Background: an optimization exercise with open tools, aiming at small area and a short achievable clock period. Do not read the settings as production practice. The RTL was checked by simulation tests, not by an equivalence proof against the original design. No activity file was given, so power comes from the tool's default toggle rates.

===== flow/flow/run.sh =====
#!/bin/bash
# The standard layout flow, except that:
#  - the buffers put on the input and output ports are sky130_fd_sc_hd__buf_1
#    cells instead of the default delay buffer (timing repair resizes the ones
#    on critical paths);
#  - clock tree synthesis uses clkbuf_8 buffers for clusters of up to 16
#    flip-flops and inserts no dummy loads.
# The full output of the flow goes to standard.log in the folder this runs in.
set -euo pipefail
export BUFFER_PORTS_ARGS="-buffer_cell sky130_fd_sc_hd__buf_1"
export CTS_ARGS="-sink_clustering_enable -repair_clock_nets -dont_use_dummy_load -buf_list sky130_fd_sc_hd__clkbuf_8 -sink_clustering_size 16 -sink_clustering_max_diameter 70"
bash standard.sh > standard.log 2>&1

===== flow/standard.sh =====
#!/bin/bash
# synth_recipe.tcl (not shown) runs the flow's synth.tcl, then flattens the netlist and writes it again
# the make line also repeats each setting of config.mk as NAME=value (left out here)
make -C /OpenROAD-flow-scripts/flow DESIGN_CONFIG=/design/flow/config.mk WORK_HOME=/design/flow/orfs CLKGATE_MAP_FILE= SYNTH_SCRIPT=/design/flow/synth_recipe.tcl "${@:-finish}"

===== flow/config.mk =====
export PLATFORM = sky130hd
export DESIGN_NAME = TLB
export DESIGN_NICKNAME = TLB
export VERILOG_FILES = /design/flow/design.v
export SDC_FILE = /design/flow/constraint.sdc
export NUM_CORES = 4
export LEC_CHECK = 0
export CAP_MARGIN = 20
export CORE_MARGIN = 2
export CORE_UTILIZATION = 40
export CTS_BUF_LIST = sky130_fd_sc_hd__clkbuf_8 sky130_fd_sc_hd__clkbuf_16
export CTS_CLUSTER_DIAMETER = 100
export CTS_CLUSTER_SIZE = 20
export SETUP_SLACK_MARGIN = 1.4
export SLEW_MARGIN = 20
export SYNTH_HIERARCHICAL = 1

===== flow/constraint.sdc =====
create_clock -name core_clock -period 6.5 [get_ports {clk}]
set_input_delay 1.3000 -clock core_clock [delete_from_list [all_inputs] [get_ports {clk}]]
set_output_delay 1.3000 -clock core_clock [all_outputs]
set_load 0.01 [all_outputs]

===== flow/design.v =====
module TLB(
    input clk,
    input reset,
    output io_req_ready,
    input  io_req_valid,
    input [6:0] io_req_bits_asid,
    input [27:0] io_req_bits_vpn,
    input  io_req_bits_passthrough,
    input  io_req_bits_instruction,
    input  io_req_bits_store,
    output io_resp_miss,
    output[19:0] io_resp_ppn,
    output io_resp_xcpt_ld,
    output io_resp_xcpt_st,
    output io_resp_xcpt_if,
    output[7:0] io_resp_hit_idx,
    input  io_ptw_req_ready,
    output io_ptw_req_valid,
    output[26:0] io_ptw_req_bits_addr,
    output[1:0] io_ptw_req_bits_prv,
    output io_ptw_req_bits_store,
    output io_ptw_req_bits_fetch,
    input  io_ptw_resp_valid,
    input  io_ptw_resp_bits_error,
    input [19:0] io_ptw_resp_bits_pte_ppn,
    input [2:0] io_ptw_resp_bits_pte_reserved_for_software,
    input  io_ptw_resp_bits_pte_d,
    input  io_ptw_resp_bits_pte_r,
    input [3:0] io_ptw_resp_bits_pte_typ,
    input  io_ptw_resp_bits_pte_v,
    input  io_ptw_status_sd,
    input [30:0] io_ptw_status_zero2,
    input  io_ptw_status_sd_rv32,
    input [8:0] io_ptw_status_zero1,
    input [4:0] io_ptw_status_vm,
    input  io_ptw_status_mprv,
    input [1:0] io_ptw_status_xs,
    input [1:0] io_ptw_status_fs,
    input [1:0] io_ptw_status_prv3,
    input  io_ptw_status_ie3,
    input [1:0] io_ptw_status_prv2,
    input  io_ptw_status_ie2,
    input [1:0] io_ptw_status_prv1,
    input  io_ptw_status_ie1,
    input [1:0] io_ptw_status_prv,
    input  io_ptw_status_ie,
    input  io_ptw_invalidate
);
  reg [1:0]   state;           
  reg [32:0]  refill_tag;      
  reg [2:0]   refill_idx;
  reg         refill_store;
  reg         refill_fetch;
  reg [7:1]   plru;
  reg [7:0]   vb;
  reg [32:0]  tag [0:7];
  reg [19:0]  ppn [0:7];
  reg [7:0]   f_low, f_a, f_ws, f_xs, f_xu, f_nds, f_b;
  wire [1:0] priv = (io_ptw_status_mprv & ~io_req_bits_instruction) ?
                    io_ptw_status_prv1 : io_ptw_status_prv;
  wire priv_s = (priv == 2'h1);
  wire vm_on, vm_a, vm_b;
  g_vm vm0 (.vm3(io_ptw_status_vm[3]), .pt(io_req_bits_passthrough), .mprv(io_ptw_status_mprv),
            .instr(io_req_bits_instruction), .prv1_hi(io_ptw_status_prv1[1]),
            .prv_hi(io_ptw_status_prv[1]), .y(vm_on));
  g_vm vm1 (.vm3(io_ptw_status_vm[3]), .pt(io_req_bits_passthrough), .mprv(io_ptw_status_mprv),
            .instr(io_req_bits_instruction), .prv1_hi(io_ptw_status_prv1[1]),
            .prv_hi(io_ptw_status_prv[1]), .y(vm_a));
  g_vm vm2 (.vm3(io_ptw_status_vm[3]), .pt(io_req_bits_passthrough), .mprv(io_ptw_status_mprv),
            .instr(io_req_bits_instruction), .prv1_hi(io_ptw_status_prv1[1]),
            .prv_hi(io_ptw_status_prv[1]), .y(vm_b));
  wire bad_va = io_req_bits_vpn[27] ^ io_req_bits_vpn[26];
  wire [32:0] key = {io_req_bits_asid[5:0], io_req_bits_vpn[26:0]};
  wire [7:0] hits;        
  wire [7:0] vh [0:3];
  wire [7:0] dmiss;       
  wire [7:0] e_ld, e_st, e_if;
  wire [7:0] errv;
  wire nvm = ~vm_on;
  genvar i, b;
  generate
    for (i = 0; i < 8; i = i + 1) begin : ent
      wire uok = priv_s | f_low[i];
      assign dmiss[i] = io_req_bits_store & f_nds[i] & uok;
      assign e_ld[i] = ~(f_a[i] & uok);
      assign e_st[i] = ~(f_ws[i] & uok);
      assign e_if[i] = dmiss[i] ? ~f_b[i] : ~(priv_s ? f_xs[i] : f_xu[i]);
      assign errv[i] = ~f_nds[i] & f_b[i];
      wire [35:0] m;
      for (b = 0; b < 33; b = b + 1) begin : cmp
        g_xnor2 x (.a(tag[i][b]), .b(key[b]), .y(m[b]));
      end
      g_xnor2 x27 (.a(tag[i][26]), .b(io_req_bits_vpn[27]), .y(m[33]));
      assign m[34] = vb[i];
      assign m[35] = 1'b1;
      wire [8:0] gn;
      for (b = 0; b < 8; b = b + 1) begin : l1
        g_nand4 n (.a(m[4*b]), .b(m[4*b+1]), .c(m[4*b+2]), .d(m[4*b+3]), .y(gn[b]));
      end
      g_nand3 n8 (.a(m[32]), .b(m[33]), .c(m[34]), .y(gn[8]));
      wire [2:0] h;
      for (b = 0; b < 3; b = b + 1) begin : l2
        g_nor3 o (.a(gn[3*b]), .b(gn[3*b+1]), .c(gn[3*b+2]), .y(h[b]));
      end
      g_and3 ha (.a(h[0]), .b(h[1]), .c(h[2]), .y(hits[i]));
      g_and4 hv0 (.a(h[0]), .b(h[1]), .c(h[2]), .d(vm_a), .y(vh[0][i]));
      g_and4 hv1 (.a(h[0]), .b(h[1]), .c(h[2]), .d(vm_a), .y(vh[1][i]));
      g_and4 hv2 (.a(h[0]), .b(h[1]), .c(h[2]), .d(vm_b), .y(vh[2][i]));
      g_and4 hv3 (.a(h[0]), .b(h[1]), .c(h[2]), .d(vm_b), .y(vh[3][i]));
    end
  endgenerate
  wire [7:0] ndm = ~dmiss;
  wire [19:0] va = io_req_bits_vpn[19:0];
  wire [3:0] vm_p;
  generate
    for (b = 0; b < 4; b = b + 1) begin : vmc
      g_vm v (.vm3(io_ptw_status_vm[3]), .pt(io_req_bits_passthrough), .mprv(io_ptw_status_mprv),
              .instr(io_req_bits_instruction), .prv1_hi(io_ptw_status_prv1[1]),
              .prv_hi(io_ptw_status_prv[1]), .y(vm_p[b]));
    end
  endgenerate
  wire c_ld, c_st, c_if, c_miss;
  g_cterms ct (.va(va), .v27(io_req_bits_vpn[27]), .v26(io_req_bits_vpn[26]), .vm(vm_on),
               .c_ld(c_ld), .c_st(c_st), .c_if(c_if), .c_miss(c_miss));
  g_sel8c s_ld (.s(vh[0]), .d(e_ld), .c(c_ld), .y(io_resp_xcpt_ld));
  g_sel8c s_st (.s(vh[1]), .d(e_st), .c(c_st), .y(io_resp_xcpt_st));
  g_sel8c s_if (.s(vh[2]), .d(e_if), .c(c_if), .y(io_resp_xcpt_if));
  g_sel8cn s_m (.s(vh[3]), .d(ndm), .c(c_miss), .y(io_resp_miss));
  generate
    for (b = 0; b < 20; b = b + 1) begin : pb
      g_sel8c s (.s(vh[b / 5]),
                 .d({ppn[7][b], ppn[6][b], ppn[5][b], ppn[4][b],
                     ppn[3][b], ppn[2][b], ppn[1][b], ppn[0][b]}),
                 .c(~vm_p[b / 5] & va[b]), .y(io_resp_ppn[b]));
    end
  endgenerate
  wire tlb_hit = vm_on & |(hits & ndm);
  assign io_resp_hit_idx = hits;
  assign io_req_ready = (state == 2'h0);
  assign io_ptw_req_valid = (state == 2'h1);
  assign io_ptw_req_bits_addr = refill_tag[26:0];
  assign io_ptw_req_bits_prv = io_ptw_status_prv;
  assign io_ptw_req_bits_store = refill_store;
  assign io_ptw_req_bits_fetch = refill_fetch;
  wire hidx2 = |hits[7:4];
  wire hidx1 = hits[7] | hits[6] | hits[3] | hits[2];
  wire hidx0 = hits[7] | hits[5] | hits[3] | hits[1];
  wire v2 = plru[1];
  wire v1 = v2 ? plru[3] : plru[2];
  wire v0 = v2 ? (v1 ? plru[7] : plru[6]) : (v1 ? plru[5] : plru[4]);
  wire [2:0] first_inv = ~vb[0] ? 3'd0 : ~vb[1] ? 3'd1 : ~vb[2] ? 3'd2 :
                         ~vb[3] ? 3'd3 : ~vb[4] ? 3'd4 : ~vb[5] ? 3'd5 :
                         ~vb[6] ? 3'd6 : 3'd7;
  wire [2:0] repl = (&vb) ? {v2, v1, v0} : first_inv;
  wire [3:0] typ = io_ptw_resp_bits_pte_typ;
  wire [19:0] np = io_ptw_resp_bits_pte_ppn;
  wire n_rx = (np[19:18] == 2'b00);
  wire n_rw2 = (np >= 20'h40008) & (np <= 20'h40010);
  wire n_rr = n_rx | (np[19:3] == 17'h08000) | n_rw2;
  wire n_rw = n_rx | n_rw2;
  wire n_base = ~io_ptw_resp_bits_error & io_ptw_resp_bits_pte_v & (typ >= 4'h2);
  wire n_low = ~typ[3];
  wire n_a = n_base & n_rr;
  wire n_ws = n_base & typ[0] & n_rw;
  wire n_xs = n_base & typ[1] & (typ >= 4'h4) & n_rx;
  wire n_xu = n_base & n_low & typ[1] & n_rx;
  wire n_nds = n_base & typ[0] & ~io_ptw_resp_bits_pte_d;
  wire n_b = n_nds ? n_rx : io_ptw_resp_bits_error;
  wire accept = io_req_ready & io_req_valid;
  wire [7:0] clear_mask = io_ptw_invalidate ? 8'hff : (errv | (hits & dmiss));
  wire fill = (state == 2'h2) & io_ptw_resp_valid;
  integer j;
  always @(posedge clk) begin
    if (reset)
      state <= 2'h0;
    else if (io_ptw_resp_valid)
      state <= 2'h0;
    else if (state == 2'h2 && io_ptw_invalidate)
      state <= 2'h3;
    else if (state == 2'h1 && io_ptw_req_ready)
      state <= io_ptw_invalidate ? 2'h3 : 2'h2;
    else if (state == 2'h1 && io_ptw_invalidate)
      state <= 2'h0;
    else if (accept & io_resp_miss)
      state <= 2'h1;
    if (io_req_ready) begin
      refill_tag <= key;
      refill_idx <= repl;
      refill_store <= io_req_bits_store;
      refill_fetch <= io_req_bits_instruction;
    end
    if (reset)
      plru <= 7'h0;
    else if (io_req_valid & tlb_hit) begin
      plru[1] <= ~hidx2;
      if (~hidx2) plru[2] <= ~hidx1; else plru[3] <= ~hidx1;
      case ({hidx2, hidx1})
        2'd0: plru[4] <= ~hidx0;
        2'd1: plru[5] <= ~hidx0;
        2'd2: plru[6] <= ~hidx0;
        default: plru[7] <= ~hidx0;
      endcase
    end
    if (reset)
      vb <= 8'h0;
    else if (io_ptw_invalidate | accept)
      vb <= vb & ~clear_mask;
    else if (fill)
      vb[refill_idx] <= 1'b1;
    for (j = 0; j < 8; j = j + 1)
      if (io_ptw_resp_valid && refill_idx == j) begin
        tag[j] <= refill_tag;
        ppn[j] <= np;
        f_low[j] <= n_low;
        f_a[j] <= n_a;
        f_ws[j] <= n_ws;
        f_xs[j] <= n_xs;
        f_xu[j] <= n_xu;
        f_nds[j] <= n_nds;
        f_b[j] <= n_b;
      end
  end
endmodule
module g_xnor2(input a, input b, output y);
  assign y = ~(a ^ b);
endmodule
module g_nand4(input a, input b, input c, input d, output y);
  assign y = ~(a & b & c & d);
endmodule
module g_nand3(input a, input b, input c, output y);
  assign y = ~(a & b & c);
endmodule
module g_nor3(input a, input b, input c, output y);
  assign y = ~(a | b | c);
endmodule
module g_and3(input a, input b, input c, output y);
  assign y = a & b & c;
endmodule
module g_and4(input a, input b, input c, input d, output y);
  assign y = a & b & c & d;
endmodule
module g_vm(input vm3, input pt, input mprv, input instr, input prv1_hi, input prv_hi,
            output y);
  assign y = vm3 & ~pt & ~((mprv & ~instr) ? prv1_hi : prv_hi);
endmodule
module g_sel8c(input [7:0] s, input [7:0] d, input c, output y);
  wire [3:0] t;
  g_a22oi a0 (.a1(s[0]), .a2(d[0]), .b1(s[1]), .b2(d[1]), .y(t[0]));
  g_a22oi a1 (.a1(s[2]), .a2(d[2]), .b1(s[3]), .b2(d[3]), .y(t[1]));
  g_a22oi a2 (.a1(s[4]), .a2(d[4]), .b1(s[5]), .b2(d[5]), .y(t[2]));
  g_a221oi a3 (.a1(s[6]), .a2(d[6]), .b1(s[7]), .b2(d[7]), .c1(c), .y(t[3]));
  g_nand4 n (.a(t[0]), .b(t[1]), .c(t[2]), .d(t[3]), .y(y));
endmodule
module g_sel8cn(input [7:0] s, input [7:0] d, input c, output y);
  wire [3:0] t;
  g_a22oi a0 (.a1(s[0]), .a2(d[0]), .b1(s[1]), .b2(d[1]), .y(t[0]));
  g_a22oi a1 (.a1(s[2]), .a2(d[2]), .b1(s[3]), .b2(d[3]), .y(t[1]));
  g_a22oi a2 (.a1(s[4]), .a2(d[4]), .b1(s[5]), .b2(d[5]), .y(t[2]));
  g_a221oi a3 (.a1(s[6]), .a2(d[6]), .b1(s[7]), .b2(d[7]), .c1(c), .y(t[3]));
  g_and4 n (.a(t[0]), .b(t[1]), .c(t[2]), .d(t[3]), .y(y));
endmodule
module g_cterms(input [19:0] va, input v27, input v26, input vm,
                output c_ld, output c_st, output c_if, output c_miss);
  wire bad, x_ok, n1, n2, n3, n4, n5, ha, hb, hi, lo_r, lo_w, z30;
  g_xor2 xb (.a(v27), .b(v26), .y(bad));
  g_nor2 xo (.a(va[19]), .b(va[18]), .y(x_ok));
  g_nor3 o1 (.a(va[17]), .b(va[16]), .c(va[15]), .y(n1));
  g_nor3 o2 (.a(va[14]), .b(va[13]), .c(va[12]), .y(n2));
  g_nor3 o3 (.a(va[11]), .b(va[10]), .c(va[9]), .y(n3));
  g_nor3 o4 (.a(va[8]), .b(va[7]), .c(va[6]), .y(n4));
  g_nor3b o5 (.a(va[5]), .b(va[19]), .cn(va[18]), .y(n5));
  g_nand3 a1 (.a(n1), .b(n2), .c(n3), .y(ha));
  g_nand2 a2 (.a(n4), .b(n5), .y(hb));
  g_nor2 hh (.a(ha), .b(hb), .y(hi));
  g_nor4 z (.a(va[3]), .b(va[2]), .c(va[1]), .d(va[0]), .y(z30));
  g_o41ai lr (.a1(va[3]), .a2(va[2]), .a3(va[1]), .a4(va[0]), .b1(va[4]), .y(lo_r));
  g_mux2 lw (.s(va[4]), .a1(z30), .a0(va[3]), .y(lo_w));
  g_cfin fl (.bad(bad), .vm(vm), .x_ok(x_ok), .hi(hi), .lo(lo_r), .y(c_ld));
  g_cfin fs (.bad(bad), .vm(vm), .x_ok(x_ok), .hi(hi), .lo(lo_w), .y(c_st));
  g_cfin fx (.bad(bad), .vm(vm), .x_ok(x_ok), .hi(1'b0), .lo(1'b0), .y(c_if));
  g_or2b fm (.a(bad), .bn(vm), .y(c_miss));
endmodule
module g_cfin(input bad, input vm, input x_ok, input hi, input lo, output y);
  assign y = bad | ~(vm | x_ok | (hi & lo));
endmodule
module g_xor2(input a, input b, output y);
  assign y = a ^ b;
endmodule
module g_nor2(input a, input b, output y);
  assign y = ~(a | b);
endmodule
module g_nand2(input a, input b, output y);
  assign y = ~(a & b);
endmodule
module g_nor3b(input a, input b, input cn, output y);
  assign y = ~(a | b | ~cn);
endmodule
module g_nor4(input a, input b, input c, input d, output y);
  assign y = ~(a | b | c | d);
endmodule
module g_o41ai(input a1, input a2, input a3, input a4, input b1, output y);
  assign y = ~((a1 | a2 | a3 | a4) & b1);
endmodule
module g_or2b(input a, input bn, output y);
  assign y = a | ~bn;
endmodule
module g_mux2(input s, input a1, input a0, output y);
  assign y = s ? a1 : a0;
endmodule
module g_a221oi(input a1, input a2, input b1, input b2, input c1, output y);
  assign y = ~((a1 & a2) | (b1 & b2) | c1);
endmodule
module g_a22oi(input a1, input a2, input b1, input b2, output y);
  assign y = ~((a1 & a2) | (b1 & b2));
endmodule

==> impl_metrics.yaml, run 1 <==
cells_and_area:
  fin_area_mm2: 0.02504
  fillCellCount: 5080
  syn_to_final_growth_pct: 8.922
  final_cell_mix: "518 x edfxtp_1, 273 x xnor2_1, 111 x buf_1"
  drive_gt1_share_pct: 17.49
  final_common_cell: "edfxtp_1"
  final_nets: 1680
floorplan:
  core-area_mm2: 0.05660
  io_pins: 204
  initial_core_util_pct: 40.61
  core.rowCount: 87
  fp.dieArea_mm2: 0.05939
  die_x_um: 243.7
  fp.dieH_um: 243.7
placed_design:
  port_buffers: 140
  place_area_mm2: 0.02428
  gp_congestion: 0.8874
  dp_hpwl_mm: 37.20
sta:
  finalHoldViolations: 0
  tns_ns: 0
  maxSlewHeadroom_pct: 29.34
  setup_violations: 0
  timing.final.crit_share_pct: 76.87
  slew_violations: 0
  rsz0062_at_grt: "no"
  fmax_ghz: 0.2002
  min_period_ns: 4.996
  worst_slew_pin_slew_ns: 1.060
  skew_ns: 0.07941
cts:
  root_buffer: "clkbuf_8"
  cts_hold_buf: 0
  cts.sinks: 535
  post_cts_buffers: 0
  clk_pin_slew_ns: 0.07
  cts_tree: "yes"
  cts_buffers: 41
  insertion_delay_ns: 0.65
  htreeDepth: 2
  cts-root-to-sink-buffers: 3
synth:
  synth_compound_area_share_pct: 8.993
  synth_cells: 1383
  ys.flop_type: "edfxtp_1"
  synth-simple-area-share_pct: 8.285
  ys_ff_latch: 535
  ys_seq_area_share_pct: 69.16
  synth-xor-area-share_pct: 10.44
  synth.distinct_cells: 57
  async_flop_share_pct: 0
  synthMuxAreaShare_pct: 1.154
  synth_edf_count: 518
  yosysWarnings: 11
  synthAdderAreaFrac_pct: 0.3811
  syn_avg_cell_area_um2: 16.62
  synth_top_family_by_area: "XOR/XNOR gates"
  syn_area_mm2: 0.02298
power_and_ir_drop:
  power_frac_clock_pct: 27.7
  p_seq_share_pct: 66.4
  internal_power_uw: 4515
  vdd.ir_drop.worst_v: 0.0001469
  combPwrFrac_pct: 5.9
  p_sw_uw: 1308
  leakagePower_uw: 0.007416
  p_per_area_mw_per_mm2: 232.6
  p_sw_share_pct: 22.46
setup_path:
  critPathLaunchType: "input pin"
  cp_slowest_cell: "buf_1"
  arrival_ns: 3.70
  slowest_delay_ns: 0.53
  path_buf_inv: 2
  end_kind: "primary output"
  crit_chain: "buf_1, xnor2_1, nand4_1, nor3_2, and4_1, a22oi_2, nand4_1, buf_1"
  crit_type: "in2out"
  required_ns: 5.20
  critPathMaxFanout: 11
  crit_family: "simple AND/OR/NAND/NOR gates"
  rrSetupSlack_ns: 3.17
global_route:
  grt_max_degree: 61
  track_usage_pct: 18.98
  overflow: 0
  grt_first_pass_wirelength_mm: 83.45
  grt_pass1_vias: 12600
  antenna_found_initial: 6
status:
  status: "timing/DRC/antenna clean"
drt:
  drc: 0
  wl_per_cell_um: 24.85
  wl_mm: 56.89
  first_pass_iters: 7
  drtAntennaViolNets: 0
  viasPerCell: 5.474
  drt_iter0_markers: 975
  via_count: 12530
flow_run:
  cap_violations: 0
hold_path:
  min_path_type: "reg2reg"
-- modules after synthesis (local to each module, per instance), a selection --
module	area, um^2	flops+latches	cells inside
g_xor2	8.758	0	1
g_and3	6.256	0	1
g_nor4	12.51	0	1
g_mux2	15.01	0	1
g_nand4	6.256	0	1
g_or2b	6.256	0	1
g_and4	8.758	0	1
g_nor3b	12.51	0	1
g_nand3	5.005	0	1
g_cfin	13.76	0	2
g_nor2	3.754	0	1
g_vm	46.29	0	4
g_a22oi	12.51	0	1
g_nor3	10.01	0	1
g_nand2	3.754	0	1
g_xnor2	8.758	0	1
-- area by class of cell --
class,instances,area (um^2),share of cell area [%]
timing repair buffer,144,641.9,2.564
multi-input combinational,782,6873,27.45
antenna,1,2.502,0.009995
tap,756,945.9,3.778
clock buffer,41,564.3,2.254
inverter,30,112.6,0.4498
sequential,535,15900,63.49
-- worst min-delay path: cells and delay by family (launching register included) --
kind / cells / cell delay (ns)
AND/OR/NAND/NOR: 1 / 0.06
flip-flops: 1 / 0.31
multiplexers: 1 / 0.06
-- sequential cells by signal, summed over array words and instances, names as in the netlist --
| name | flops |
|---|---|
| tag | 264 |
| refill_fetch | 1 |
| f_b | 8 |
| ppn | 160 |
| f_a | 8 |
| f_nds | 8 |
| f_xs | 8 |
| refill_idx | 3 |
| refill_store | 1 |
| vb | 8 |
| f_xu | 8 |
| refill_tag | 33 |
| f_low | 8 |
| plru | 7 |
| f_ws | 8 |
| state | 2 |
-- worst paths after layout --
check	cells past startpoint	start	to
min	2	plru[4]$_SDFFE_PP0P_	plru[4]$_SDFFE_PP0P_
max	8	io_req_bits_vpn[13]	io_resp_ppn[9]
min reg2reg	2	plru[4]$_SDFFE_PP0P_	plru[4]$_SDFFE_PP0P_
max reg2reg	10	tag[7][26]$_DFFE_PP_	plru[4]$_SDFFE_PP0P_
-- what timing repair did --
| item | CTS | global route |
|---|---|---|
| gates resized for setup | 56 | 36 |
| pin swaps | 1 | 0 |
| endpoints found under the setup margin | 24 | 24 |
-- power groups by stage --
stage	clock [uW]	combinational (uW)	sequential (uW)
floorplan	0	194	3930
global placement	0	336	3940
detailed placement	0	342	3950
CTS	1660	347	3870
global route	1780	373	3870
finish	1610	345	3870
-- logic make-up after synthesis --
kind of cell,after synthesis
AO/OA/AOI/OAI,193
buffers and inverters,67
XOR/XNOR,274
multiplexers,25
other,1
AND/OR/NAND/NOR,281
flip-flops,535
adder cells (fa/ha/maj),7
-- routing by layer --
metal | wire, um | vias up | GRT usage (%) | part of all wire [%]
li1 | - | 5664 | - | -
met1 | 24810 | 6390 | 25.92 | 44
met2 | 27360 | 380 | 30.82 | 48
met3 | 3304 | 87 | 3.811 | 5.8
met4 | 1360 | 10 | 5.291 | 2.4
met5 | 58 | - | 0 | 0.10
-- stage by stage --
step,utilization (%),hold slack (ns),worst slack [ns],total power [uW],instances
final,44.23,0.4861,1.504,5823,2289
after global routing,44.22,0.5288,1.404,6026,2288
after CTS,44.11,0.4945,1.404,5876,2288
after detailed placement,42.89,0.4753,1.110,4289,2247
after global placement,42.89,0.4676,1.193,4281,2247
after floorplan,-,0.4521,2.403,4121,1384
-- cell usage after synthesis, types with 3 or more instances --
| library cell | instances | area (um^2) |
|---|---|---|
| mux2_2 | 8 | 90.09 |
| inv_1 | 30 | 112.6 |
| nand2b_1 | 12 | 75.07 |
| and3_1 | 13 | 81.33 |
| nor4_1 | 8 | 50.05 |
| dfxtp_1 | 17 | 340.3 |
| o22ai_1 | 4 | 25.02 |
| a2111oi_4 | 7 | 192.7 |
| and2_1 | 5 | 31.28 |
| a211oi_1 | 12 | 90.09 |
| xnor2_1 | 273 | 2391 |
| nand4_1 | 89 | 556.8 |
| o211ai_1 | 8 | 60.06 |
| nand2_1 | 12 | 45.04 |
| o21ai_0 | 29 | 145.1 |
| mux2i_1 | 16 | 160.2 |
| ha_1 | 7 | 87.58 |
| and3b_1 | 7 | 61.31 |
| or2_1 | 3 | 18.77 |
| a221oi_2 | 24 | 360.4 |
| nor3_2 | 28 | 280.3 |
| edfxtp_1 | 518 | 15550 |
| nor3_1 | 4 | 20.02 |
| clkbuf_1 | 7 | 26.28 |
| a21oi_1 | 19 | 95.09 |
| nand3_1 | 11 | 55.05 |
| and4_1 | 33 | 289.0 |
| a22oi_2 | 72 | 900.9 |
| nor2b_1 | 25 | 156.4 |
| nor2_1 | 20 | 75.07 |
| buf_4 | 29 | 217.7 |
| a31oi_1 | 3 | 18.77 |
==> inputs of run 2 (changes only) <==
--- a/flow/config.mk
+++ b/flow/config.mk
@@ -12,5 +12,5 @@
 export CTS_CLUSTER_DIAMETER = 100
 export CTS_CLUSTER_SIZE = 20
-export SETUP_SLACK_MARGIN = 1.4
+export SETUP_SLACK_MARGIN = 1.8
 export SLEW_MARGIN = 20
 export SYNTH_HIERARCHICAL = 1
==> run 2 against run 1 <==
  * Still clean on timing, DRC and antenna
  * Worst setup slack better by 0.37 ns
  * Fmax rose by 8.1%
  * Non-clock buffer count up 16
  * Cell count is 0.70% higher
  * Die area unchanged
  * Count of clock-buffer cells in the layout stayed put
  * Register-to-register slack gained 0.09 ns
  * Global-route usage rose by 0.051 points
  * Via count increased by 1.3%
  * Critical path depth stayed put
  * Power about the same
  * Largest cell class unchanged
  * Highest routed layer unchanged
==> impl_metrics.yaml, run 2 <==
placed_design:
  gp_congestion: 0.8874
  port_buffers: 140
  dp_hpwl_mm: 37.20
  place_ws_ns: 1.110
power_and_ir_drop:
  p_per_area_mw_per_mm2: 229.9
  leakagePower_uw: 0.007777
  p_total_uw: 5827
  vdd.ir_drop.worst_v: 0.0001459
sta:
  skew_ns: 0.07829
  whs_ns: 0.4851
  finalHoldViolations: 0
  setup_violations: 0
  rsz0062_at_grt: "no"
  min_period_ns: 4.623
  fin_ws_ns: 1.877
  tns_ns: 0
  fmax_ghz: 0.2163
  maxSlewHeadroom_pct: 28.60
  worst_slew_pin_slew_ns: 1.071
  slew_violations: 0
  timing.final.crit_share_pct: 71.12
setup_path:
  rr_endpoint: "plru[4]$_SDFFE_PP0P_"
  required_ns: 5.20
  arrival_ns: 3.32
  critPathMaxFanout: 9
  ff2ff_path_depth: 10
  reg2reg_from: "tag[5][29]$_DFFE_PP_"
  crit_type: "in2out"
  end_kind: "primary output"
  critPathLaunchType: "input pin"
  rrSetupSlack_ns: 3.26
cells_and_area:
  drive_gt1_share_pct: 19.06
  finish.utilization_pct: 44.77
  final_nets: 1696
  final_common_cell: "edfxtp_1"
  fillCellCount: 5071
  largest_reg_flops: 264
  final_cell_mix: "518 x edfxtp_1, 271 x xnor2_1, 103 x buf_1"
  reg.largest.list: "tag (264), ppn (160), refill_tag (33)"
  top_register: "tag"
  syn_to_final_growth_pct: 10.27
synth:
  ys.flop_type: "edfxtp_1"
  syn_area_mm2: 0.02298
  yosys-top-cells-area: "edfxtp_1 68%, xnor2_1 10%, a22oi_2 3.9%, nand4_1 2.4%, a221oi_2 1.6%"
  synthTopCellsByCount: "518 x edfxtp_1, 273 x xnor2_1, 89 x nand4_1"
  synth.distinct_cells: 57
  synth_edf_count: 518
  synth_top_area_share_pct: 67.68
  synth_cells: 1383
  yosysTopAreaCell: "edfxtp_1"
  yosysMostFrequentCell: "edfxtp_1"
  ys_seq_area_share_pct: 69.16
  synthMuxAreaShare_pct: 1.154
  ys_ff_latch: 535
  synth-xor-area-share_pct: 10.44
  async_flop_share_pct: 0
  synthAdderAreaFrac_pct: 0.3811
  syn_avg_cell_area_um2: 16.62
  synth_top_family_by_area: "XOR/XNOR gates"
  synth-simple-area-share_pct: 8.285
  yosysWarnings: 11
  synth_compound_area_share_pct: 8.993
hold_path:
  min_path_type: "reg2reg"
  min_to: "plru[4]$_SDFFE_PP0P_"
  hp-start: "plru[4]$_SDFFE_PP0P_"
  hold_depth: 2
drt:
  viasPerCell: 5.506
  drtAntennaViolNets: 0
  wl_per_cell_um: 24.83
  via_count: 12690
  drc: 0
  drt_iter0_markers: 1038
  wl_mm: 57.24
  first_pass_iters: 5
cts:
  cts_buffers: 41
  root_buffer: "clkbuf_8"
  cts-root-to-sink-buffers: 3
  cts.sinks: 535
  htreeDepth: 2
  insertion_delay_ns: 0.64
  cts_tree: "yes"
  clk_pin_slew_ns: 0.06
global_route:
  grt_first_pass_wirelength_mm: 83.84
  overflow: 0
  grt_max_degree: 61
  grt_pass1_vias: 12730
  track_usage_pct: 19.03
  antenna_found_initial: 6
floorplan:
  fp.dieArea_mm2: 0.05939
  core-area_mm2: 0.05660
  core.rowCount: 87
  initial_core_util_pct: 40.61
  io_pins: 204
  die_x_um: 243.7
  fp.dieH_um: 243.7
flow_run:
  cap_violations: 0
status:
  status: "timing/DRC/antenna clean"
==> run 2: power by group <==
group | leakage [uW] | switching, uW | internal [uW]
logic | 0.00251 | 224 | 128
registers | 0.00497 | 44.6 | 3820
clock network | 0.000295 | 1040 | 569
total | 0.00778 | 1310 | 4520
==> run 2: worst max path at each step <==
stage | startpoint | to | slack (ns) | cells past startpoint
floorplan | io_req_bits_instruction | io_resp_miss | 2.40 | 5
global placement | io_req_bits_vpn[3] | io_resp_xcpt_ld | 1.19 | 8
detailed placement | io_req_bits_vpn[3] | io_resp_xcpt_if | 1.11 | 8
CTS | io_ptw_status_mprv | io_resp_xcpt_if | 1.80 | 9
global route | io_req_bits_vpn[0] | io_resp_miss | 1.80 | 8
finish | io_req_bits_asid[3] | io_resp_miss | 1.88 | 8
==> run 2: per-module statistics from Yosys, one instance, submodules excluded, a selection <==
| module | area [um^2] | flops+latches |
|---|---|---|
| g_cfin | 13.76 | 0 |
| g_or2b | 6.256 | 0 |
| g_o41ai | 16.27 | 0 |
| TLB | 17680 | 535 |
| g_nand3 | 5.005 | 0 |
| g_cterms | 3.754 | 0 |
| g_xnor2 | 8.758 | 0 |
| g_nor4 | 12.51 | 0 |
| g_vm | 46.29 | 0 |
| g_xor2 | 8.758 | 0 |
| g_nand2 | 3.754 | 0 |
| g_nor3b | 12.51 | 0 |
| g_nor2 | 3.754 | 0 |
| g_nor3 | 10.01 | 0 |
| g_and3 | 6.256 | 0 |
==> run 2: area by class of cell <==
cell class                 count  area [um^2]  share of cell area (%)
timing repair buffer         160        804.5                   3.174
inverter                      30        112.6                  0.4443
sequential                   535        15900                   62.72
clock buffer                  41        564.3                   2.227
multi-input combinational    782         7019                   27.70
tap                          756        945.9                   3.732
antenna                        1        2.502                0.009874
==> run 2: worst max-delay path: stages <==
cell and delay (ns):
buf_2 0.26, xnor2_1 0.16, nand4_1 0.21, nor3_4 0.47, and4_4 0.40, a22oi_2 0.10, and4_1 0.26, buf_1 0.15
==> run 2: cell families (layout without fill, tap and decap cells) <==
family                     count (synthesis)  count (layout)
DFF                                      535             535
and+or+nand+nor                          281             281
xor gates and xnor gates                 274             274
AOI/OAI and AO/OA                        193             193
buffers and inverters                     67             231
muxes                                     25              25
adders and majority gates                  7               7
other                                      1               3
==> run 2: per-layer routing <==
metal / routed length (um) / vias to the layer above / GRT usage (%)
met1: 24820 / 6486 / 26.07
met3: 3340 / 92 / 3.591
met2: 27660 / 407 / 31.15
met5: 58 / - / 0
met4: 1363 / 10 / 4.986
li1: - / 5696 / -
==> run 2: per-stage QoR <==
stage,instances,instance area (um^2)
2_1_floorplan,1384,22990
3_3_place_gp,2247,24280
3_5_place_dp,2247,24280
4_1_cts,2299,25260
5_1_grt,2305,25340
6_report,2305,25340
==> run 2: what timing repair did <==
item	4_1_cts	5_1_grt
pin swaps	21	11
hold buffers	0	0
setup endpoints to repair	31	21
setup buffers	11	5
resized for setup	141	20
==> inputs of run 3 (changes only) <==
--- a/flow/config.mk
+++ b/flow/config.mk
@@ -8,5 +8,5 @@
 export CAP_MARGIN = 20
 export CORE_MARGIN = 2
-export CORE_UTILIZATION = 40
+export CORE_UTILIZATION = 55
 export CTS_BUF_LIST = sky130_fd_sc_hd__clkbuf_8 sky130_fd_sc_hd__clkbuf_16
 export CTS_CLUSTER_DIAMETER = 100
==> run 3 against run 2 <==
  * Critical endpoint unchanged
  * Register-to-register slack better by 0.18 ns
  * Cell area is 0.61% lower
  * Worst setup slack improved by 0.0051 ns
  * Die area shrank 27%
  * Sequential power barely moved
  * Non-clock buffer count rose by 10
  * Count of clock-buffer cells in the layout fell by 1
  * Via count down 0.18%
  * Synthesized area unchanged
==> impl_metrics.yaml, run 3 <==
cells_and_area:
  reg.largest.list: "tag (264), ppn (160), refill_tag (33)"
  fin_cells: 2093
  drive_gt1_share_pct: 19.33
  syn_to_final_growth_pct: 9.592
  final_cell_mix: "518 x edfxtp_1, 273 x xnor2_1, 104 x buf_1"
  top_register: "tag"
  final_common_cell: "edfxtp_1"
  largest_reg_flops: 264
  final_nets: 1705
power_and_ir_drop:
  p_sw_share_pct: 22.16
  power_frac_clock_pct: 27.1
  internal_power_uw: 4504
  p_per_area_mw_per_mm2: 229.7
  leakagePower_uw: 0.007824
  combPwrFrac_pct: 6.1
  p_seq_share_pct: 66.8
  vdd.ir_drop.worst_v: 0.0001847
  p_sw_uw: 1282
sta:
  tns_ns: 0
  worst_slew_pin_slew_ns: 1.073
  maxSlewHeadroom_pct: 28.44
  finalHoldViolations: 0
  whs_ns: 0.4958
  min_period_ns: 4.618
  skew_ns: 0.06391
  setup_violations: 0
  fmax_ghz: 0.2166
  slew_violations: 0
  rsz0062_at_grt: "no"
  timing.final.crit_share_pct: 71.04
synth:
  synthTopCellsByCount: "518 x edfxtp_1, 273 x xnor2_1, 89 x nand4_1"
  ys.flop_type: "edfxtp_1"
  synth_top_area_share_pct: 67.68
  synth_edf_count: 518
  async_flop_share_pct: 0
  yosysMostFrequentCell: "edfxtp_1"
  synth.distinct_cells: 57
  ys_ff_latch: 535
  yosysTopAreaCell: "edfxtp_1"
  synth_cells: 1383
  syn_area_mm2: 0.02298
  yosysWarnings: 11
  syn_avg_cell_area_um2: 16.62
  yosys-top-cells-area: "edfxtp_1 68%, xnor2_1 10%, a22oi_2 3.9%, nand4_1 2.4%, a221oi_2 1.6%"
  ys_seq_area_share_pct: 69.16
drt:
  drt_iter0_markers: 1077
  drtAntennaViolNets: 0
  wl_per_cell_um: 26.67
  via_count: 12670
  first_pass_iters: 5
  drc: 0
  viasPerCell: 6.053
  wl_mm: 55.83
flow_run:
  cap_violations: 0
placed_design:
  gp_congestion: 0.9260
  dp_hpwl_mm: 35.77
  port_buffers: 140
  place_inst: 2027
floorplan:
  die_x_um: 208.4
  core-area_mm2: 0.04102
  initial_core_util_pct: 56.04
  core.rowCount: 74
  fp.dieH_um: 208.4
  io_pins: 204
  fp.dieArea_mm2: 0.04344
setup_path:
  crit_type: "in2out"
  critPathMaxFanout: 10
  critPathLaunchType: "input pin"
  crit_chain: "buf_2, xnor2_1, nand4_1, nor3_4, and4_4, a22oi_2, and4_1, buf_1"
  arrival_ns: 3.32
  slowest_delay_ns: 0.40
  cp_slowest_cell: "nor3_4"
  crit_family: "simple AND/OR/NAND/NOR gates"
  end_kind: "primary output"
  required_ns: 5.20
  path_buf_inv: 2
cts:
  clk_pin_slew_ns: 0.09
  htreeDepth: 2
  root_buffer: "clkbuf_8"
  cts_buffers: 40
  cts_tree: "yes"
  cts-root-to-sink-buffers: 3
  insertion_delay_ns: 0.64
  cts.sinks: 535
global_route:
  grt_first_pass_wirelength_mm: 82.46
  track_usage_pct: 26.14
  grt_pass1_vias: 12650
  overflow: 0
  grt_max_degree: 61
  antenna_found_initial: 9
status:
  status: "timing/DRC/antenna clean"
hold_path:
  min_path_type: "reg2reg"
## run 3: cell counts after synthesis
Identical to the previous run, type by type.
## run 3: tightest hold or removal path, cell delays in order, from the launching register on
cell and delay [ns]:
dfxtp_1 0.32, nand2b_1 0.07, mux2i_1 0.07
## run 3: kinds of logic after synthesis
logic type               after synthesis  share of synthesized area, %
flip-flops                           535                         69.16
AND/OR/NAND/NOR                      281                         8.285
XOR/XNOR                             274                         10.44
AO/OA/AOI/OAI                        193                         8.993
buffers and inverters                 67                         1.573
multiplexers                          25                         1.154
adder cells (fa/ha/maj)                7                        0.3810
other                                  1                       0.01632
## run 3: final timing paths
check | from | endpoint | slack [ns] | depth (start not counted)
max reg2reg | tag[7][26]$_DFFE_PP_ | plru[4]$_SDFFE_PP0P_ | 3.44 | 10
min reg2reg | plru[4]$_SDFFE_PP0P_ | plru[4]$_SDFFE_PP0P_ | 0.50 | 2
min | plru[4]$_SDFFE_PP0P_ | plru[4]$_SDFFE_PP0P_ | 0.50 | 2
max | io_req_bits_vpn[26] | io_resp_miss | 1.88 | 8
## run 3: metal layers
metal / part of all wire, % / vias to the layer above / wire length, um / track usage, %
li1: - / 5722 / - / -
met1: 43 / 6425 / 24190 / 36.21
met2: 48 / 425 / 26590 / 42.20
met3: 6.8 / 86 / 3821 / 6.053
met4: 2.0 / 10 / 1112 / 6.152
met5: 0.20 / - / 114 / 1.001
## run 3: layout make-up
type,instances,area [um^2]
timing repair buffer,170,950.9
antenna,4,10.01
sequential,535,15900
tap,532,665.6
fill,3169,15830
inverter,30,112.6
multi-input combinational,782,7004
clock buffer,40,550.5
## run 3: repair_timing
item / 4_1_cts / 5_1_grt
hold buffers: 0 / 0
resized for setup: 130 / 24
endpoints found under the hold margin: 0 / 0
buffers inserted: 19 / 2
endpoints found under the setup margin: 31 / 24
pin swaps: 18 / 6
## run 3: metrics by stage
| step | utilization, % | setup slack, ns | power [uW] | area [um^2] |
|---|---|---|---|---|
| after floorplan | - | 2.403 | 4121 | 22990 |
| after global placement | 58.57 | 1.027 | 4278 | 24030 |
| after detailed placement | 58.57 | 1.026 | 4283 | 24030 |
| after CTS | 61.23 | 1.801 | 5832 | 25120 |
| after global routing | 61.39 | 1.808 | 5968 | 25180 |
| final | 61.41 | 1.882 | 5787 | 25190 |
## run 3: per-module statistics from Yosys (local to each module, per instance), a selection
module    cell area (um^2)  cells  copies in the design  flip-flops and latches
g_and4               8.758      1                    33                       0
g_xnor2              8.758      1                   272                       0
g_cterms             3.754      1                     1                       0
g_nor3b              12.51      1                     1                       0
g_nor4               12.51      1                     1                       0
g_or2b               6.256      1                     1                       0
g_nand3              5.005      1                     9                       0
g_and3               6.256      1                     8                       0
## run 3: power groups by stage
stage               Sequential (uW)  Combinational, uW  Clock [uW]
CTS                            3870                352        1610
detailed placement             3950                337           0
global placement               3940                334           0
finish                         3870                350        1570
floorplan                      3930                194           0
global route                   3870                378        1720
==> inputs of run 4 (changes only) <==
--- a/flow/config.mk
+++ b/flow/config.mk
@@ -8,9 +8,9 @@
 export CAP_MARGIN = 20
 export CORE_MARGIN = 2
-export CORE_UTILIZATION = 55
+export CORE_UTILIZATION = 40
 export CTS_BUF_LIST = sky130_fd_sc_hd__clkbuf_8 sky130_fd_sc_hd__clkbuf_16
 export CTS_CLUSTER_DIAMETER = 100
 export CTS_CLUSTER_SIZE = 20
-export SETUP_SLACK_MARGIN = 1.8
+export SETUP_SLACK_MARGIN = 2.0
 export SLEW_MARGIN = 20
 export SYNTH_HIERARCHICAL = 1
==> run 4 against run 3 <==
  * Wire length increased by 3.6%
  * Highest routed layer unchanged
  * Worst hold slack got worse by 0.0080 ns
  * Clock skew increased by 0.014 ns
  * Combinational power increased by 8.6%
  * Sequential cell count unchanged
  * First-iteration DRC count decreased by 4.1%
  * Power increased by 1.2%
  * Synthesized area unchanged
  * Still clean
  * Register-to-register slack got worse by 0.12 ns
  * Non-clock buffer count increased by 15
==> impl_metrics.yaml, run 4 <==
status:
  status: "timing/DRC/antenna clean"
floorplan:
  fp.dieH_um: 243.7
  core-area_mm2: 0.05660
  initial_core_util_pct: 40.61
  fp.dieArea_mm2: 0.05939
  die_x_um: 243.7
  core.rowCount: 87
  io_pins: 204
setup_path:
  critPathMaxFanout: 9
  crit_type: "in2out"
  arrival_ns: 3.17
  end_kind: "primary output"
  critPathLaunchType: "input pin"
  required_ns: 5.20
cells_and_area:
  final_common_cell: "edfxtp_1"
  fin_cells: 2330
  final_cell_mix: "518 x edfxtp_1, 247 x xnor2_1, 97 x buf_1"
  top_register: "tag"
  largest_reg_flops: 264
  fin_area_mm2: 0.02609
  drive_gt1_share_pct: 22.63
  syn_to_final_growth_pct: 13.52
  final_nets: 1721
  reg.largest.list: "tag (264), ppn (160), refill_tag (33)"
  finish.utilization_pct: 46.09
global_route:
  grt_first_pass_wirelength_mm: 84.57
  grt_max_degree: 61
  track_usage_pct: 19.18
  grt_pass1_vias: 12880
  antenna_found_initial: 5
  overflow: 0
power_and_ir_drop:
  vdd.ir_drop.worst_v: 0.0001476
  leakagePower_uw: 0.008159
  p_per_area_mw_per_mm2: 224.3
sta:
  timing.final.crit_share_pct: 68.73
  worst_slew_pin_slew_ns: 1.073
  slew_violations: 0
  finalHoldViolations: 0
  rsz0062_at_grt: "yes"
  skew_ns: 0.07761
  fmax_ghz: 0.2239
  min_period_ns: 4.467
  setup_violations: 0
  maxSlewHeadroom_pct: 28.49
  tns_ns: 0
synth:
  yosysTopAreaCell: "edfxtp_1"
  synth.distinct_cells: 57
  ys_seq_area_share_pct: 69.16
  synth_top_area_share_pct: 67.68
  async_flop_share_pct: 0
  yosysWarnings: 11
  syn_area_mm2: 0.02298
  ys_ff_latch: 535
  synth_cells: 1383
  yosysMostFrequentCell: "edfxtp_1"
  synthTopCellsByCount: "518 x edfxtp_1, 273 x xnor2_1, 89 x nand4_1"
  syn_avg_cell_area_um2: 16.62
  yosys-top-cells-area: "edfxtp_1 68%, xnor2_1 10%, a22oi_2 3.9%, nand4_1 2.4%, a221oi_2 1.6%"
  ys.flop_type: "edfxtp_1"
  synth_edf_count: 518
hold_path:
  min_path_type: "reg2reg"
drt:
  viasPerCell: 5.516
  first_pass_iters: 5
  drtAntennaViolNets: 0
  wl_per_cell_um: 24.81
  drt_iter0_markers: 1033
  via_count: 12850
  drc: 0
  wl_mm: 57.81
placed_design:
  gp_congestion: 0.8874
  place_area_mm2: 0.02428
  port_buffers: 140
  place_inst: 2247
  dp_hpwl_mm: 37.20
cts:
  root_buffer: "clkbuf_8"
  cts.sinks: 535
  cts_buffers: 41
  cts_hold_buf: 0
  clk_pin_slew_ns: 0.07
  htreeDepth: 2
  cts-root-to-sink-buffers: 3
  insertion_delay_ns: 0.64
  cts_tree: "yes"
flow_run:
  cap_violations: 0
[run 4: Yosys stat by module (local to each module, per instance), a selection]
module,cells,flip-flops and latches
g_nor2,1,0
g_nand2,1,0
g_a221oi,1,0
g_nand3,1,0
g_o41ai,1,0
g_vm,4,0
g_and4,1,0
g_nor3,1,0
TLB,806,535
g_nor4,1,0
g_nand4,1,0
g_xnor2,1,0
[run 4: per-layer routing]
| layer | GRT usage [%] | share of wire [%] |
|---|---|---|
| met1 | 26.22 | 43 |
| met2 | 31.25 | 48 |
| met3 | 3.800 | 6.1 |
| met4 | 5.183 | 2.5 |
| met5 | 0 | 0.11 |
[run 4: final timing paths]
check,from,endpoint,slack (ns),depth (start not counted)
max,io_req_bits_vpn[20],io_resp_ppn[9],2.03,8
min,plru[4]$_SDFFE_PP0P_,plru[4]$_SDFFE_PP0P_,0.49,2
max reg2reg,tag[5][25]$_DFFE_PP_,plru[4]$_SDFFE_PP0P_,3.32,10
min reg2reg,plru[4]$_SDFFE_PP0P_,plru[4]$_SDFFE_PP0P_,0.49,2
[run 4: what timing repair did]
item	4_1_cts	5_1_grt
endpoints found under the setup margin	32	22
pin swaps	41	53
buffers inserted	25	16
resized for setup	184	79
[run 4: critical path, cell delays in order]
cell	delay, ns
buf_4	0.18
xnor2_2	0.17
nand4_1	0.24
nor3_4	0.38
and4_4	0.39
a22oi_2	0.11
nand4_1	0.21
buf_1	0.18
[run 4: cells by family (layout without fill, tap and decap cells)]
| family | count (synthesis) | count (layout) | share of synthesized area [%] |
|---|---|---|---|
| adder cells (fa/ha/maj) | 7 | 7 | 0.3810 |
| buffers and inverters | 67 | 256 | 1.573 |
| XOR/XNOR | 274 | 274 | 10.44 |
| AND/OR/NAND/NOR | 281 | 281 | 8.285 |
| multiplexers | 25 | 25 | 1.154 |
| other | 1 | 3 | 0.01632 |
| AO/OA/AOI/OAI | 193 | 193 | 8.993 |
| flip-flops | 535 | 535 | 69.16 |
[run 4: power by group]
group | switching (uW) | total [uW] | internal, uW
clock network | 1040 | 1610 | 569
registers | 45.4 | 3870 | 3820
logic | 231 | 380 | 148
[run 4: final cells by class]
class                           count  area [um^2]
Tap cell                          756        945.9
Fill cell                        4997        30510
Inverter                           30        112.6
Multi-Input combinational cell    782         7258
Sequential cell                   535        15900
Antenna cell                        1        2.502
Timing Repair Buffer              185         1313
Clock buffer                       41        564.3
[run 4: through the flow]
| stage | hold slack [ns] | setup slack, ns | power [uW] |
|---|---|---|---|
| detailed placement | 0.4753 | 1.110 | 4289 |
| global route | 0.5288 | 1.996 | 6061 |
| global placement | 0.4676 | 1.193 | 4281 |
| finish | 0.4878 | 2.033 | 5853 |
| CTS | 0.4945 | 1.988 | 5892 |
| floorplan | 0.4521 | 2.403 | 4121 |
==> inputs of run 5 (changes only) <==
--- a/flow/design.v
+++ b/flow/design.v
@@ -104,8 +104,10 @@
       end
       g_and3 ha (.a(h[0]), .b(h[1]), .c(h[2]), .y(hits[i]));
-      g_and4 hv0 (.a(h[0]), .b(h[1]), .c(h[2]), .d(vm_a), .y(vh[0][i]));
-      g_and4 hv1 (.a(h[0]), .b(h[1]), .c(h[2]), .d(vm_a), .y(vh[1][i]));
-      g_and4 hv2 (.a(h[0]), .b(h[1]), .c(h[2]), .d(vm_b), .y(vh[2][i]));
-      g_and4 hv3 (.a(h[0]), .b(h[1]), .c(h[2]), .d(vm_b), .y(vh[3][i]));
+      wire vhn;
+      g_nand4 hv (.a(h[0]), .b(h[1]), .c(h[2]), .d(i < 4 ? vm_a : vm_b), .y(vhn));
+      g_inv hv0 (.a(vhn), .y(vh[0][i]));
+      g_inv hv1 (.a(vhn), .y(vh[1][i]));
+      g_inv hv2 (.a(vhn), .y(vh[2][i]));
+      g_inv hv3 (.a(vhn), .y(vh[3][i]));
     end
   endgenerate
@@ -237,4 +239,7 @@
   assign y = a & b & c;
 endmodule
+module g_inv(input a, output y);
+  assign y = ~a;
+endmodule
 module g_and4(input a, input b, input c, input d, output y);
   assign y = a & b & c & d;
==> run 5 against run 4 <==
  * Global-route usage shrank 0.076 points
  * Utilization shrank 0.46 points
  * Clock power is essentially flat
  * Sequential power is essentially flat
  * First-iteration DRC count shrank 16%
  * Non-clock buffer count grew 2
  * Count of clock-buffer cells in the layout is the same
  * Register-to-register slack gained 0.07 ns
  * Cell area shrank 1.4%
  * Via count shrank 2.8%
  * Clock skew shrank 0.016 ns
  * Worst hold slack lost 0.0048 ns
  * Critical endpoint is now io_resp_ppn[17]
  * Largest cell class unchanged
==> impl_metrics.yaml, run 5 <==
status:
  status: "timing/DRC/antenna clean"
power_and_ir_drop:
  p_per_area_mw_per_mm2: 228.0
  p_seq_share_pct: 65.9
  p_total_uw: 5867
  p_sw_share_pct: 22.47
  leakagePower_uw: 0.008025
  p_sw_uw: 1318
  combPwrFrac_pct: 6.6
  internal_power_uw: 4549
  power_frac_clock_pct: 27.4
  vdd.ir_drop.worst_v: 0.0001167
cells_and_area:
  final_common_cell: "edfxtp_1"
  final_cell_mix: "518 x edfxtp_1, 262 x xnor2_1, 97 x nand4_1"
  fillCellCount: 4969
  fin_area_mm2: 0.02573
  drive_gt1_share_pct: 22.09
  top_register: "tag"
  syn_to_final_growth_pct: 12.64
  reg.largest.list: "tag (264), ppn (160), refill_tag (33)"
  final_nets: 1736
  finish.utilization_pct: 45.63
  fin_cells: 2346
  largest_reg_flops: 264
drt:
  viasPerCell: 5.324
  wl_mm: 56.82
  wl_met1_mm: 25.07
  met2_length_mm: 27.14
  drt_iter0_markers: 871
  wl_per_cell_um: 24.22
  via_count: 12490
  drc: 0
  first_pass_iters: 5
  wl_met3_mm: 3.453
  drtAntennaViolNets: 0
  highest_layer: "met5"
sta:
  slew_violations: 0
  worst_slew_pin_slew_ns: 1.073
  skew_ns: 0.06204
  rsz0062_at_grt: "yes"
  timing.final.crit_share_pct: 70.34
  maxSlewHeadroom_pct: 28.48
  setup_violations: 0
  fmax_ghz: 0.2187
  min_period_ns: 4.572
  tns_ns: 0
  finalHoldViolations: 0
synth:
  synth_top_area_share_pct: 68.09
  synth_edf_count: 518
  syn_area_mm2: 0.02284
  syn_avg_cell_area_um2: 16.36
  synth-xor-area-share_pct: 10.51
  synth_cells: 1396
  ys.flop_type: "edfxtp_1"
  synthTopCellsByCount: "518 x edfxtp_1, 273 x xnor2_1, 97 x nand4_1"
  ys_seq_area_share_pct: 69.58
  ys_ff_latch: 535
  synthMuxAreaShare_pct: 1.074
  yosysWarnings: 11
  synth.distinct_cells: 59
  yosys-top-cells-area: "edfxtp_1 68%, xnor2_1 10%, a22oi_2 3.9%, nand4_1 2.7%, a221oi_2 1.6%"
  synth-simple-area-share_pct: 7.597
  async_flop_share_pct: 0
  synth_compound_area_share_pct: 8.840
  yosysTopAreaCell: "edfxtp_1"
  synth_top_family_by_area: "XOR/XNOR gates"
  yosysMostFrequentCell: "edfxtp_1"
  synthAdderAreaFrac_pct: 0.3286
setup_path:
  crit_type: "in2out"
  required_ns: 5.20
  setup.worst_path.start: "io_req_bits_vpn[2]"
  path_buf_inv: 5
  critPathMaxFanout: 7
  end_kind: "primary output"
  critPathLaunchType: "input pin"
  slowest_delay_ns: 0.36
  reg2reg_from: "tag[6][8]$_DFFE_PP_"
  arrival_ns: 3.27
  cp_common_cell: "nand4_1"
  crit_family: "simple AND/OR/NAND/NOR gates"
  crit_chain: "buf_4, buf_6, xnor2_1, nand4_1, nor3_4, nand4_1, buf_6, inv_8, a22oi_2, nand4_1, buf_2"
  cp_slowest_cell: "nor3_4"
global_route:
  antenna_found_initial: 2
  grt_max_degree: 61
  grt_first_pass_wirelength_mm: 83.54
  overflow: 0
  track_usage_pct: 19.10
  grt_pass1_vias: 12740
cts:
  cts.sinks: 535
  insertion_delay_ns: 0.65
  cts-root-to-sink-buffers: 3
  root_buffer: "clkbuf_8"
  cts_buffers: 41
  clk_pin_slew_ns: 0.07
  htreeDepth: 2
  cts_tree: "yes"
hold_path:
  hp-start: "plru[7]$_SDFFE_PP0P_"
  min_path_type: "reg2reg"
placed_design:
  dp_hpwl_mm: 37.48
  gp_congestion: 0.9057
  place_area_mm2: 0.02423
  port_buffers: 140
  place_inst: 2273
flow_run:
  cap_violations: 0
floorplan:
  core.rowCount: 87
  fp.dieH_um: 243.0
  die_x_um: 243.0
  io_pins: 204
  fp.dieArea_mm2: 0.05903
  initial_core_util_pct: 40.51
  core-area_mm2: 0.05639
run 5: cell types whose count changed in the layout (fill, tap and decap cells not counted), moves of 14 or more:
cell     before  now
and4_4       33    1
buf_1        97   80
buf_12       20    5
buf_2         4   22
inv_4         0   14
xnor2_1     247  262
xnor2_2      26   11
run 5: power groups by stage:
| stage | Combinational [uW] | Clock [uW] | Sequential (uW) |
|---|---|---|---|
| finish | 389 | 1610 | 3870 |
| detailed placement | 352 | 0 | 3950 |
| floorplan | 196 | 0 | 3930 |
| global placement | 347 | 0 | 3950 |
| CTS | 383 | 1650 | 3870 |
| global route | 418 | 1770 | 3880 |
run 5: Yosys stat by module (local to each module, per instance), a selection:
module | times used | cells inside | flip-flops and latches
g_nor3 | 28 | 1 | 0
g_nor3b | 1 | 1 | 0
g_nand2 | 1 | 1 | 0
g_vm | 7 | 4 | 0
g_inv | 32 | 1 | 0
g_and3 | 8 | 1 | 0
g_mux2 | 1 | 1 | 0
g_or2b | 1 | 1 | 0
g_and4 | 1 | 1 | 0
g_nand4 | 95 | 1 | 0
g_a221oi | 24 | 1 | 0
g_nand3 | 9 | 1 | 0
TLB | 1 | 811 | 535
g_o41ai | 1 | 1 | 0
g_cfin | 3 | 2 | 0
g_cterms | 1 | 1 | 0
run 5: worst min-delay path, stage by stage (launching register included):
cell and delay, ns:
dfxtp_1 0.31, nand2b_1 0.06, mux2i_1 0.06
run 5: final cells by class:
cell class	instances	area (um^2)	share of cell area, %
inverter	60	384.1	1.493
sequential	535	15900	61.78
multi-input combinational	766	6744	26.21
tap	756	945.9	3.676
clock buffer	41	564.3	2.193
antenna	1	2.502	0.009726
timing repair buffer	187	1194	4.639
run 5: final timing paths:
check	to	slack (ns)	cells past startpoint
max	io_resp_ppn[17]	1.93	11
max reg2reg	plru[6]$_SDFFE_PP0P_	3.39	11
min reg2reg	plru[7]$_SDFFE_PP0P_	0.48	2
min	plru[7]$_SDFFE_PP0P_	0.48	2
run 5: timing repair:
action	CTS	global route
pin swaps	37	42
hold buffers	0	0
buffers inserted	25	5
resized for setup	228	51
cloned	1	0
setup endpoints to repair	32	24
run 5: cells by family (layout without fill, tap and decap cells):
family | Yosys count | count (layout)
compound gates | 190 | 190
flops | 535 | 535
mux | 23 | 23
other cells | 1 | 3
xor+xnor | 274 | 274
buf+inv | 96 | 288
simple gates | 271 | 271
fa+ha+maj | 6 | 6
run 5: routing by layer:
| layer | vias to the layer above | GRT usage [%] |
|---|---|---|
| li1 | 5712 | - |
| met1 | 6338 | 26.44 |
| met2 | 355 | 31.45 |
| met3 | 82 | 3.605 |
| met4 | 4 | 4.060 |
| met5 | - | 0 |
run 5: stage by stage:
step                      setup slack [ns]  hold slack (ns)
after floorplan                      2.406           0.4482
after global placement               1.093           0.4593
after detailed placement             1.100           0.4716
after CTS                            1.989           0.4848
after global routing                 1.924           0.5121
final                                1.928           0.4830
==> inputs of run 6 (changes only) <==
--- a/flow/config.mk
+++ b/flow/config.mk
@@ -12,5 +12,5 @@
 export CTS_CLUSTER_DIAMETER = 100
 export CTS_CLUSTER_SIZE = 20
-export SETUP_SLACK_MARGIN = 2.0
+export SETUP_SLACK_MARGIN = 1.8
 export SLEW_MARGIN = 20
 export SYNTH_HIERARCHICAL = 1
==> run 6 against run 5 <==
  * Cell count is 0.30% lower
  * Clock skew is 0.0021 ns lower
  * Fmax is 1.1% lower
  * Non-clock buffer count is 7 lower
  * Cell area is 1.7% lower
  * Largest cell class unchanged
  * Largest power group unchanged
  * Highest routed layer unchanged
==> impl_metrics.yaml, run 6 <==
sta:
  timing.final.crit_share_pct: 71.11
  finalHoldViolations: 0
  fmax_ghz: 0.2164
  worst_slew_pin_slew_ns: 1.090
  slew_violations: 0
  rsz0062_at_grt: "yes"
  fin_ws_ns: 1.878
  min_period_ns: 4.622
  maxSlewHeadroom_pct: 27.31
  setup_violations: 0
  tns_ns: 0
  skew_ns: 0.05995
synth:
  syn_avg_cell_area_um2: 16.36
  synth-simple-area-share_pct: 7.597
  synth.distinct_cells: 59
  yosysWarnings: 11
  yosys-top-cells-area: "edfxtp_1 68%, xnor2_1 10%, a22oi_2 3.9%, nand4_1 2.7%, a221oi_2 1.6%"
  async_flop_share_pct: 0
  synth_top_family_by_area: "XOR/XNOR gates"
  ys_seq_area_share_pct: 69.58
  synthTopCellsByCount: "518 x edfxtp_1, 273 x xnor2_1, 97 x nand4_1"
  synth_top_area_share_pct: 68.09
  yosysTopAreaCell: "edfxtp_1"
  synth_compound_area_share_pct: 8.840
  ys_ff_latch: 535
  synthAdderAreaFrac_pct: 0.3286
  synth_edf_count: 518
  ys.flop_type: "edfxtp_1"
  synth-xor-area-share_pct: 10.51
  yosysMostFrequentCell: "edfxtp_1"
  synth_cells: 1396
  syn_area_mm2: 0.02284
  synthMuxAreaShare_pct: 1.074
cells_and_area:
  final_nets: 1729
  top_register: "tag"
  syn_to_final_growth_pct: 10.69
  drive_gt1_share_pct: 19.72
  reg.largest.list: "tag (264), ppn (160), refill_tag (33)"
  fillCellCount: 5029
  final_common_cell: "edfxtp_1"
  final_cell_mix: "518 x edfxtp_1, 273 x xnor2_1, 99 x buf_1"
  largest_reg_flops: 264
  multi_input_area_mm2: 0.006626
  regArea_mm2: 0.01590
cts:
  cts_buffers: 41
  cts-root-to-sink-buffers: 3
  cts_hold_buf: 0
  clk_pin_slew_ns: 0.07
  cts.sinks: 535
  root_buffer: "clkbuf_8"
  cts_tree: "yes"
  htreeDepth: 2
  insertion_delay_ns: 0.65
setup_path:
  path_buf_inv: 4
  critPathMaxFanout: 9
  rrSetupSlack_ns: 3.54
  cp_slowest_cell: "nor3_2"
  arrival_ns: 3.32
  cp_common_cell: "nand4_1"
  crit_type: "in2out"
  required_ns: 5.20
  cp_num_cells: 10
  reg2reg_from: "tag[1][4]$_DFFE_PP_"
  critPathLaunchType: "input pin"
  slowest_delay_ns: 0.38
  ff2ff_path_depth: 11
  end_kind: "primary output"
  crit_family: "simple AND/OR/NAND/NOR gates"
  rr_endpoint: "plru[6]$_SDFFE_PP0P_"
  crit_chain: "buf_2, xnor2_1, nand4_1, nor3_2, nand4_1, buf_4, inv_2, a22oi_2, nand4_1, buf_2"
drt:
  drt_iter0_markers: 920
  drc: 0
  wl_per_cell_um: 24.12
  viasPerCell: 5.358
  drtAntennaViolNets: 0
  via_count: 12530
  first_pass_iters: 5
  wl_mm: 56.41
floorplan:
  fp.dieArea_mm2: 0.05903
  core-area_mm2: 0.05639
  io_pins: 204
  core.rowCount: 87
  initial_core_util_pct: 40.51
  die_x_um: 243.0
  fp.dieH_um: 243.0
power_and_ir_drop:
  p_per_area_mw_per_mm2: 231.1
  leakagePower_uw: 0.007786
  vdd.ir_drop.worst_v: 0.0001150
hold_path:
  hold_depth: 2
  min_path_type: "reg2reg"
  hp-start: "plru[7]$_SDFFE_PP0P_"
  min_to: "plru[7]$_SDFFE_PP0P_"
global_route:
  grt_max_degree: 61
  grt_first_pass_wirelength_mm: 83.29
  overflow: 0
  use_met2_pct: 30.91
  track_usage_pct: 19.03
  gr-max-usage-layer: "met2"
  grt_use_met1_pct: 26.24
  use_met3_pct: 3.870
  antenna_found_initial: 3
  grt_pass1_vias: 12690
placed_design:
  place_ws_ns: 1.100
  gp_congestion: 0.9057
  port_buffers: 140
  dp_hpwl_mm: 37.48
status:
  status: "timing/DRC/antenna clean"
flow_run:
  cap_violations: 0
## run 6: cell counts after synthesis
No cell type changed its count.
## run 6: worst max-delay path by stage
stage / from / endpoint / slack, ns
floorplan: io_ptw_status_mprv / io_resp_xcpt_if / 2.41
global placement: io_req_bits_vpn[11] / io_resp_miss / 1.09
detailed placement: io_req_bits_vpn[10] / io_resp_ppn[13] / 1.10
CTS: io_req_bits_vpn[8] / io_resp_ppn[3] / 1.80
global route: io_req_bits_asid[3] / io_resp_ppn[13] / 1.76
finish: io_req_bits_asid[3] / io_resp_ppn[13] / 1.88
## run 6: metal layers
layer  vias to the layer above  wire length, um
met5                         -               22
met2                       406            26820
li1                       5695                -
met3                        82             3519
met1                      6346            24890
met4                         4             1148
## run 6: per-stage QoR
| step | utilization [%] | instance area, um^2 | instances | hold WS [ns] | total power [uW] |
|---|---|---|---|---|---|
| 2_1_floorplan | - | 22850 | 1397 | 0.4482 | 4124 |
| 3_3_place_gp | 42.97 | 24230 | 2273 | 0.4593 | 4294 |
| 3_5_place_dp | 42.97 | 24230 | 2273 | 0.4716 | 4301 |
| 4_1_cts | 44.55 | 25120 | 2331 | 0.4848 | 5892 |
| 5_1_grt | 44.84 | 25280 | 2338 | 0.5121 | 6045 |
| 6_report | 44.84 | 25290 | 2339 | 0.4824 | 5844 |
## run 6: logic make-up (layout without fill, tap and decap cells)
family	count (synthesis)	after routing
AND/OR/NAND/NOR	271	271
flip-flops	535	535
adder cells (fa/ha/maj)	6	6
AO/OA/AOI/OAI	190	190
buffers and inverters	96	281
XOR/XNOR	274	274
other	1	3
multiplexers	23	23
## run 6: area by class of cell
class / count / share of cell area (%)
Tap cell: 756 / 3.741
Antenna cell: 1 / 0.009897
Inverter: 60 / 1.054
Timing Repair Buffer: 180 / 3.894
Clock buffer: 41 / 2.232
Multi-Input combinational cell: 766 / 26.21
Sequential cell: 535 / 62.86
## run 6: where the power goes
group,leakage (uW),internal [uW],total [uW],switching (uW)
clock,0.000295,568,1610,1040
combinational,0.00256,142,368,226
sequential,0.00493,3820,3870,46.6
## run 6: per-module statistics from Yosys, one instance, submodules excluded, excerpt
module	flops+latches	cells inside
g_nand2	0	1
g_a22oi	0	1
g_nor3b	0	1
g_and4	0	1
g_nand3	0	1
g_o41ai	0	1
g_cterms	0	1
g_nand4	0	1
g_mux2	0	1
g_cfin	0	2
g_vm	0	4
g_xor2	0	1
## run 6: tightest hold or removal path: stages (launching register included)
cell and delay, ns:
dfxtp_1 0.31, nand2b_1 0.06, mux2i_1 0.06
## run 6: timing repair
action / CTS / global route
setup endpoints to repair: 25 / 24
pin swaps: 24 / 17
resized for setup: 121 / 45
setup buffers: 17 / 7

-- port drivers added, routing unchanged --
In the flow no input, the clock included, has a driving cell. The finished layouts below were timed again as built, in two steps.
Step 1, drivers: a clkbuf_16 drives clk and a buf_2 each remaining input, both assumed.
Step 2 times the ports against the registers' clock, not the clock port: input delays grow and output delays shrink by t, the midpoint of the rising clock arrivals with the driver on.
Slacks: ideal / step 1 / step 2; pairs: ideal / step 1.
| run | shift t [ns] | slack for setup (ns) | hold WS [ns] |
|---|---|---|---|
| run 1 | 0.661 | 1.504 / 1.475 / 1.475 | 0.486 / 0.486 / 0.486 |
| run 2 | 0.658 | 1.877 / 1.812 / 1.812 | 0.485 / 0.485 / 0.485 |
| run 3 | 0.667 | 1.882 / 1.829 / 1.829 | 0.496 / 0.496 / 0.496 |
| run 4 | 0.661 | 2.033 / 2.002 / 2.002 | 0.488 / 0.488 / 0.488 |
| run 5 | 0.670 | 1.928 / 1.904 / 1.904 | 0.483 / 0.483 / 0.483 |
| run 6 | 0.672 | 1.878 / 1.858 / 1.858 | 0.482 / 0.482 / 0.482 |
After both steps setup and hold are still met in every run listed. For run 2, which loses most, drivers alone change the setup slack by -0.065 ns; drivers and shift together by -0.065 ns.
